Context: an optimization exercise on an open-source flow, tuned for small area and a short achievable clock period. The choices shown serve that exercise and are no tape-out recipe.
Only simulation tests tie the RTL to the original design; equivalence was not proved.

<file path="flow/config.mk">
export PLATFORM = sky130hd
export DESIGN_NAME = top
export DESIGN_NICKNAME = top
export VERILOG_FILES = /design/flow/design.v
export SDC_FILE = /design/flow/constraint.sdc
export NUM_CORES = 4
export LEC_CHECK = 0
export CAP_MARGIN = 20
export CORE_MARGIN = 2
export CORE_UTILIZATION = 40
export SLEW_MARGIN = 20
</file>
<file path="flow/design.v">
`timescale 1ns / 1ps
module top( clk, in_num1, in_num2, out_num);
    input clk;
    input [31:0] in_num1;
    input [31:0] in_num2;
    output reg [63:0] out_num;
    reg [31:0]in_num1_inp;
    reg [31:0]in_num2_inp;
    always@(posedge clk) begin
    in_num1_inp <= in_num1;
    in_num2_inp <= in_num2; 
    out_num <= in_num1_inp * in_num2_inp;
    end
endmodule
</file>
<file path="flow/run.sh">
#!/bin/bash
# synth_recipe.tcl (not shown) runs the flow's synth.tcl, then flattens the netlist and writes it again
# the make line also repeats each setting of config.mk as NAME=value (left out here)
make -C /OpenROAD-flow-scripts/flow DESIGN_CONFIG=/design/flow/config.mk WORK_HOME=/design/flow/orfs CLKGATE_MAP_FILE= SYNTH_SCRIPT=/design/flow/synth_recipe.tcl finish
</file>
<file path="flow/constraint.sdc">
create_clock -name core_clock -period 8.5 [get_ports {clk}]
set_input_delay 1.7000 -clock core_clock [delete_from_list [all_inputs] [get_ports {clk}]]
set_output_delay 1.7000 -clock core_clock [all_outputs]
set_load 0.01 [all_outputs]
</file>
==> results.txt <==
## sequential cells by signal, indices dropped and copies added, names as in the netlist
name / count
in_num2_inp: 32
in_num1_inp: 32
out_num: 64
## final cells by class
| class | instances | area [sq um] |
|---|---|---|
| fillers | 8676 | 49000 |
| well taps | 1165 | 1460 |
| multi-input cells | 2588 | 29100 |
| repair buffers | 283 | 2490 |
| flip-flops and latches | 128 | 2610 |
| clock buffers | 18 | 429 |
| clock inverters | 14 | 133 |
| inverters | 861 | 3230 |
## metrics by stage
step | hold slack, ns | cell area [sq um]
after floorplan | 0.487 | 35800
after global placement | 0.780 | 38900
after detailed placement | 0.776 | 38900
after CTS | 0.787 | 39400
after global routing | 0.789 | 39500
final | 0.715 | 39500
## worst min-delay path by stage
stage,from,endpoint,slack (ns),cells past startpoint
after floorplan,in_num2_inp[0]$_DFF_P_,out_num[0]$_DFF_P_,0.49,1
after CTS,in_num1_inp[0]$_DFF_P_,out_num[0]$_DFF_P_,0.79,1
final,in_num1_inp[0]$_DFF_P_,out_num[0]$_DFF_P_,0.71,1
after global routing,in_num1_inp[0]$_DFF_P_,out_num[0]$_DFF_P_,0.79,1
after detailed placement,in_num1_inp[0]$_DFF_P_,out_num[0]$_DFF_P_,0.78,1
after global placement,in_num1_inp[0]$_DFF_P_,out_num[0]$_DFF_P_,0.78,1
## per-layer routing
metal / vias to the layer above / GRT usage [%]
met5: - / 0
met4: 0 / 7.72
met3: 149 / 2.70
met2: 603 / 39.6
met1: 12990 / 27.5
li1: 11117 / -
## logic make-up after synthesis
logic type	after synthesis
multiplexers	1
AND/OR/NAND/NOR	1164
flip-flops	128
XOR/XNOR	62
buffers and inverters	1075
adder cells (fa/ha/maj)	1159
AO/OA/AOI/OAI	202
## layout by cell type (no fill, tap or decap), types with 5 or more instances in the layout
| cell | count |
|---|---|
| a31oi_1 | 15 |
| nor2_1 | 31 |
| fa_1 | 896 |
| xor2_1 | 27 |
| xnor2_1 | 35 |
| nand2_1 | 473 |
| dfxtp_2 | 25 |
| nand4_1 | 18 |
| a21o_1 | 32 |
| dfxtp_1 | 98 |
| o21ai_0 | 35 |
| o21bai_1 | 9 |
| nand3_1 | 10 |
| and3_1 | 8 |
| buf_4 | 151 |
| clkbuf_16 | 17 |
| dfxtp_4 | 5 |
| clkdlybuf4s50_1 | 128 |
| a21oi_1 | 65 |
| ha_1 | 263 |
| and2_1 | 599 |
| inv_1 | 861 |
| nor3_1 | 7 |
| o21ai_1 | 5 |
==> impl_metrics.toml <==
[status]
status = "no timing/DRC/antenna violations"

[cells_and_area]
antenna_cells = 0
fin_util_pct = 44.6
fin_cells = 5057
fin_nets = 5103
final_layout_size_suffix_gt1_share_pct = 6.06
syn_to_final_growth_pct = 10.3

[synth]
synth_common_cells = "fa_1 (896), inv_1 (861), and2_1 (599)"
syn_nets = 5015
synth-simple-area-share_pct = 16.8
synth-compound-area-share_pct = 3.71
synth_edf_count = 0
post_synth.cell_area_avg_sq_um = 9.45
ys_seq_area_share_pct = 7.15
synth-main-ff-cell = "dfxtp_1"
synthXorXnorAreaFrac_pct = 1.52
synth_top_area_share_pct = 50.1
synth_area_leader_cell = "fa_1"
async_reset_ff_share_pct = 0
synth.distinct_cells = 71
syn_area_sq_um = 35800
synth_top_family_by_area = "adder cells"
synthAdderAreaFrac_pct = 59.3
yosysWarnings = 1
yosysMostFrequentCell = "fa_1"
synthCells = 3791
ys_ff_latch = 128
netlist_top_cells_area = "fa_1 (50%), and2_1 (10%), ha_1 (9.2%)"
synthMuxAreaShare_pct = 0.0279

[clocking]
htree_levels = 4
cts-resized-gates = 0
post_cts_buffers = 0
numCtsBuffers = 17
clkSinkCount = 128
ctsHoldBuffers = 0
clock_path_buffers = 2
cts-root-buf = "clkbuf_16"
clk_latency_ns = 0.54
cts_tree = "built"
path_clk_slew_ns = 0.07

[setup_path]
endpoint = "out_num[61]$_DFF_P_"
r2r_start = "in_num2_inp[8]$_DFF_P_"
crit_path_max_fanout = 17
crit_path_max_incr_delay_ns = 0.59
required_ns = 8.96
critPathBufInv = 6
start_kind = "register"
critical_path_class = "register to register"
startpoint = "in_num2_inp[8]$_DFF_P_"
reg2reg_depth = 25
r2r_slack_ns = 0.34
cp.arrival_ns = 8.62
crit_path_end_kind = "register"
path_delay_family = "adder cells"
timing.rr.end = "out_num[61]$_DFF_P_"
cp_slowest_cell = "fa_1"
cpMostUsedCell = "fa_1"
cp.depth = 25

[die]
boundaryPins = 129
start_util_pct = 40.5
dieHeight_um = 303
die_area_sq_um = 92000
die_w_um = 303
core_area_sq_um = 88500
rows = 109

[place]
placedCellCount = 5025
place_congestion = 0.869
place_hpwl_mm = 80.6
post-place-ws_ns = 0.0362
io_buffers = 128

[global_route]
overflow = 0
grt_use_total_pct = 22.1
antenna_found_initial = 0
grt_max_degree = 33
grt_first_pass_wirelength_mm = 154
grt_pass1_vias = 27722

[detailed_routing]
wl_per_cell_um = 18.8
met2_length_mm = 49.5
drt_iter0_drc = 1175
drc = 0
vias = 24859
wl_met1_mm = 38.5
wl_met3_mm = 3.79
vias_per_cell = 4.92
drtPass1Iterations = 5
top_layer = "met4"
drtAntennaViolNets = 0
wl_mm = 94.9

[timing]
max_freq_ghz = 0.123
max-slew-margin-rel_pct = 36.1
rsz0062_at_grt = "false"
period_share_pct = 96.0
drv_slew = 0
setup_viol = 0
skew_ns = 0.0315
worst_slack_ns = 0.342
min_period_ns = 8.16
fin_tns_setup_ns = 0
hold_viol_final = 0
worstMarginPinSlew_ns = 0.959

[flow_run]
drv_cap = 0

[min_path]
hold_class = "register to register"

==> re-timing with driven ports <==
The flow's constraints put no driver on any port. The routed layout listed below was extracted and timed again, unchanged, in two steps.
Step 1, drivers: a clkbuf_16 drives clk and a buf_2 each remaining input, both assumed.
Step 2 adds t to the input delays and takes it off the output delays; t is the mean of the earliest and latest rising clock arrival at the registers after step 1. Input paths then give back, and output paths get back, about the clock's delay inside the block.
Slacks: ideal / step 1 / step 2; pairs: ideal / step 1.
t, ns: 0.595
slack for setup (ns): 0.342 / 0.342 / 0.342
worst setup path after step 2: register to register
slew at the worst register clock pin (ns): 0.08 / 0.08
worst data-port slew with drivers (ns): 0.10
After both steps setup and hold are still met in this run. The setup slack of this run moves by 0.000 ns with the drivers and by 0.000 ns with both steps.
